Context: an optimization exercise on an open-source flow, tuned for small area, a short achievable clock period and few clock cycles per item. The choices shown serve that exercise and are no tape-out recipe. Where RTL was checked, it was by simulation tests only, not by an equivalence proof against the original.

Setup of the baseline:
Design Practica_1, start of the top module:
module Practica_1
#(
	parameter NBits = 8,
	parameter N2Bits = NBits*2,
	parameter K = 7,	 
	parameter SW = (K <= 7) ? 15 : 16	 
)
(
	input clk,
	input reset,
	input start,
	input [NBits-1:0] multiplier,
	input [NBits-1:0] multiplicand,
	output [6:0]uni_Seg_out,
	output [6:0]dec_Seg_out,
	output [6:0]cen_Seg_out,
	output [6:0]thou_Seg_out,
	output [6:0]thou2_Seg_out,
	output [6:0]sign_Seg_out,
	output ready
);
wire [14:0] prod;
wire [SW-1:0] bcd_state;
wire minus;
Seq_Multiplier SM1 (.multiplier(multiplier), .multiplicand(multiplicand), .product(prod), .signBit(minus));
BCD_Head #(K) BH1 (.bits_in(prod), .state(bcd_state));
logic [SW-1:0] state_q;
logic ready_q;
always_ff @(posedge clk) begin
	state_q <= bcd_state;
end
always_ff @(posedge clk, negedge reset) begin
	if (!reset) ready_q <= 1'b0;
	else ready_q <= start;
end
wire [3:0] uni, dec, cen, thou, thou2;
BCD_16Bit #(K) BCD1 (.state(state_q), .uni(uni), .dec(dec), .cen(cen), .thou(thou), .thou2(thou2));
SegmentDisplay SD0 (.value(uni),   .Seg_Result(uni_Seg_out));
SegmentDisplay SD1 (.value(dec),   .Seg_Result(dec_Seg_out));
SegmentDisplay SD2 (.value(cen),   .Seg_Result(cen_Seg_out));
SegmentDisplay SD3 (.value(thou),  .Seg_Result(thou_Seg_out));
SegmentDisplay SD4 (.value(thou2), .Seg_Result(thou2_Seg_out));
assign sign_Seg_out = minus ? 7'h3F : 7'h7F;
assign ready = ready_q;
endmodule
==> module SegmentDisplay, before the edit <==
module SegmentDisplay
(
	input [3:0]value,
	output [6:0]Seg_Result
);
	wire d3 = value[3], d2 = value[2], d1 = value[1], d0 = value[0];
	wire a = d3 | d1 | ~(d2 ^ d0);
	wire b = ~d2 | ~(d1 ^ d0);
	wire c = d2 | ~d1 | d0;
	wire d = d3 | (~d2 & ~d0) | (~d2 & d1) | (d1 & ~d0) | (d2 & ~d1 & d0);
	wire e = ~d0 & (~d2 | d1);
	wire f = d3 | (~d1 & ~d0) | (d2 & ~d1) | (d2 & ~d0);
	wire g = d3 | (d2 ^ d1) | (d1 & ~d0);
	assign Seg_Result = ~{g, f, e, d, c, b, a};
endmodule
==> module Practica_1, before the edit <==
module Practica_1
#(
	parameter NBits = 8,
	parameter N2Bits = NBits*2,
	parameter K = 7,	 
	parameter SW = (K <= 7) ? 15 : 16	 
)
(
	input clk,
	input reset,
	input start,
	input [NBits-1:0] multiplier,
	input [NBits-1:0] multiplicand,
	output [6:0]uni_Seg_out,
	output [6:0]dec_Seg_out,
	output [6:0]cen_Seg_out,
	output [6:0]thou_Seg_out,
	output [6:0]thou2_Seg_out,
	output [6:0]sign_Seg_out,
	output ready
);
wire [14:0] prod;
wire [SW-1:0] bcd_state;
wire minus;
Seq_Multiplier SM1 (.multiplier(multiplier), .multiplicand(multiplicand), .product(prod), .signBit(minus));
BCD_Head #(K) BH1 (.bits_in(prod), .state(bcd_state));
logic [SW-1:0] state_q;
logic ready_q;
always_ff @(posedge clk) begin
	state_q <= bcd_state;
end
always_ff @(posedge clk, negedge reset) begin
	if (!reset) ready_q <= 1'b0;
	else ready_q <= start;
end
wire [3:0] uni, dec, cen, thou, thou2;
BCD_16Bit #(K) BCD1 (.state(state_q), .uni(uni), .dec(dec), .cen(cen), .thou(thou), .thou2(thou2));
SegmentDisplay SD0 (.value(uni),   .Seg_Result(uni_Seg_out));
SegmentDisplay SD1 (.value(dec),   .Seg_Result(dec_Seg_out));
SegmentDisplay SD2 (.value(cen),   .Seg_Result(cen_Seg_out));
SegmentDisplay SD3 (.value(thou),  .Seg_Result(thou_Seg_out));
SegmentDisplay SD4 (.value(thou2), .Seg_Result(thou2_Seg_out));
assign sign_Seg_out = minus ? 7'h3F : 7'h7F;
assign ready = ready_q;
endmodule
export LEC_CHECK = 0
export ABC_AREA = 1
export CAP_MARGIN = 20
export CORE_MARGIN = 2
export CORE_UTILIZATION = 40
export SLEW_MARGIN = 20
create_clock -name core_clock -period 12.0 [get_ports {clk}]
standard.sh (not shown) runs the stock make flow with config.mk's settings and CLKGATE_MAP_FILE= SYNTH_SCRIPT=/design/flow/synth_recipe.tcl, a recipe that flattens the netlist after the stock synthesis.
==> flow/flow/run.sh <==
#!/bin/bash
# The standard layout (standard.sh) with two changes:
#  - synthesis runs flow/my_synth.tcl: the standard flow's synthesis script, except that
#    ABC maps the logic with flow/abc_custom.script and extract_fa is set by
#    flow/fa_mode ("none": adders are left to ABC as plain logic);
#  - port buffers are sky130_fd_sc_hd__buf_2 cells.
# make's output goes to flow_make.log here; each tool's full log is in orfs/logs.
set -euo pipefail
bash standard.sh "SYNTH_SCRIPT=$PWD/flow/my_synth.tcl" \
  "BUFFER_PORTS_ARGS=-buffer_cell sky130_fd_sc_hd__buf_2" finish > flow_make.log 2>&1
==> flow/flow/abc_custom.script <==
strash
dch
map -D 3500
topo
stime -c
buffer -c
upsize -c
dnsize -c
==> flow/flow/fa_mode <==
none
==> flow/flow/my_synth.tcl <==
# The standard synthesis (synth_recipe.tcl) with two changes to how the
# combinational logic is mapped; registers, their names and cell types come
# from the same steps as the standard synthesis:
#  - the ABC call uses abc_custom.script (next to this file) instead of ORFS's
#    abc_area/abc_speed script;
#  - extract_fa runs with the options in fa_mode next to this file (default
#    -fa, full adders only); "none" skips it, leaving adders to ABC.
set ::custom_dir [file dirname [file normalize [info script]]]
set ::custom_abc_script [file join $::custom_dir abc_custom.script]
set ::custom_fa_mode -fa
if {[file exists [file join $::custom_dir fa_mode]]} {
  set f [open [file join $::custom_dir fa_mode]]; set ::custom_fa_mode [string trim [read $f]]; close $f
}
proc abc {args} {
  set i [lsearch -exact $args -script]
  if {$i >= 0} { lset args [expr {$i + 1}] $::custom_abc_script }
  puts "custom abc: $args"
  yosys abc {*}$args
}
proc extract_fa {args} {
  puts "custom extract_fa: $::custom_fa_mode $args"
  if {$::custom_fa_mode ne "none"} { yosys extract_fa {*}$::custom_fa_mode {*}$args }
}
proc synth {args} { yosys synth -nofsm -noshare {*}$args }
source $::env(SCRIPTS_DIR)/synth.tcl
# left out here: clear keep_hierarchy, flatten, clean up, hide names made inside functions, write 1_2_yosys.v
### the baseline -> the candidate
diff --git a/flow/design.v b/flow/design.v
--- a/flow/design.v
+++ b/flow/design.v
@@ -65,21 +65,28 @@
 endmodule
 module SegmentDisplay
 (
 	input [3:0]value,
 	output [6:0]Seg_Result
 );
-	wire d3 = value[3], d2 = value[2], d1 = value[1], d0 = value[0];
-	wire a = d3 | d1 | ~(d2 ^ d0);
-	wire b = ~d2 | ~(d1 ^ d0);
-	wire c = d2 | ~d1 | d0;
-	wire d = d3 | (~d2 & ~d0) | (~d2 & d1) | (d1 & ~d0) | (d2 & ~d1 & d0);
-	wire e = ~d0 & (~d2 | d1);
-	wire f = d3 | (~d1 & ~d0) | (d2 & ~d1) | (d2 & ~d0);
-	wire g = d3 | (d2 ^ d1) | (d1 & ~d0);
-	assign Seg_Result = ~{g, f, e, d, c, b, a};
+	logic [6:0] seg;
+	always_comb begin
+		case (value)
+			4'd0: seg = 7'h40;
+			4'd1: seg = 7'h79;
+			4'd2: seg = 7'h24;
+			4'd3: seg = 7'h30;
+			4'd4: seg = 7'h19;
+			4'd5: seg = 7'h12;
+			4'd6: seg = 7'h02;
+			4'd7: seg = 7'h78;
+			4'd8: seg = 7'h00;
+			default: seg = 7'h10;
+		endcase
+	end
+	assign Seg_Result = seg;
 endmodule
 module Seq_Multiplier
 (
 	input [7:0] multiplier,
 	input [7:0] multiplicand,
 	output [14:0] product,
@@ -212,13 +219,13 @@
 	assign signBit = (sa & ~sb & |multiplicand) | (sb & ~sa & |multiplier);
 endmodule
 module Practica_1
 #(
 	parameter NBits = 8,
 	parameter N2Bits = NBits*2,
-	parameter K = 7,	 
+	parameter K = 8,	 
 	parameter SW = (K <= 7) ? 15 : 16	 
 )
 (
 	input clk,
 	input reset,
 	input start,
@@ -235,24 +242,26 @@
 wire [14:0] prod;
 wire [SW-1:0] bcd_state;
 wire minus;
 Seq_Multiplier SM1 (.multiplier(multiplier), .multiplicand(multiplicand), .product(prod), .signBit(minus));
 BCD_Head #(K) BH1 (.bits_in(prod), .state(bcd_state));
 logic [SW-1:0] state_q;
+logic minus_q;
 logic ready_q;
 always_ff @(posedge clk) begin
 	state_q <= bcd_state;
+	minus_q <= minus;
 end
 always_ff @(posedge clk, negedge reset) begin
 	if (!reset) ready_q <= 1'b0;
 	else ready_q <= start;
 end
 wire [3:0] uni, dec, cen, thou, thou2;
 BCD_16Bit #(K) BCD1 (.state(state_q), .uni(uni), .dec(dec), .cen(cen), .thou(thou), .thou2(thou2));
 SegmentDisplay SD0 (.value(uni),   .Seg_Result(uni_Seg_out));
 SegmentDisplay SD1 (.value(dec),   .Seg_Result(dec_Seg_out));
 SegmentDisplay SD2 (.value(cen),   .Seg_Result(cen_Seg_out));
 SegmentDisplay SD3 (.value(thou),  .Seg_Result(thou_Seg_out));
 SegmentDisplay SD4 (.value(thou2), .Seg_Result(thou2_Seg_out));
-assign sign_Seg_out = minus ? 7'h3F : 7'h7F;
+assign sign_Seg_out = minus_q ? 7'h3F : 7'h7F;
 assign ready = ready_q;
 endmodule
### Flow results
The candidate closes out successfully: all stages finished, all timing, DRC and antenna checks passed. The baseline completed every stage of the flow, and the final layout passed the timing, DRC and antenna checks. The candidate vs the baseline: cell area after layout up in the candidate. Compared with the baseline, the candidate shows a higher final cell count. Diff the baseline -> the candidate: count of placed standard cells including taps shows an increase of 25, detailed route wirelength on metal2 rose by about 8%. Comparing the candidate and the baseline, the higher multi-input combinational gate total was measured on the candidate. The candidate -> the baseline: number of setup buffers added after CTS delta 0, exact match. Against the baseline, the candidate comes in 1.2 points lower on compound-cell area share of the yosys netlist. Compare the candidate and the baseline | flip-flop and latch count lower: the baseline. The candidate vs the baseline: sum of routed wire length over all layers up by a few percent. On length of routed met3 wiring: between the candidate and the baseline, it ends up higher for the candidate.
Testbench counts of the candidate, summed over its fixed seeds: cycles 16,000, items 8,000.
Only the layout flow was run in the baseline; the RTL was not checked for function there.

==> separate check: timing with driven ports <==
In the flow no input, the clock included, has a driving cell. The finished layouts below were timed again as built, in two steps. Step 1 assumes that a clkbuf_16 drives the clock port and a buf_2 every other input. Step 2 also shifts input and output timing later by t, the mid clock arrival at the registers, as if the neighbouring blocks saw the same clock. Three values: ideal, step 1, step 2; two values: the first two.
| run | t, ns | setup slack, ns | hold slack, ns | cell pins on the clock port's net |
|---|---|---|---|---|
| the baseline | 0.276 | 4.884 / 4.857 / 5.133 | 1.906 / 1.903 / 2.179 | 1 |
| the candidate | 0.274 | 5.358 / 5.331 / 5.333 | 1.907 / 1.903 / 2.177 | 1 |
After both steps setup and hold are still met in every run listed. The setup slack of the candidate, which loses most, moves by -0.027 ns with the drivers and by -0.025 ns with both steps.
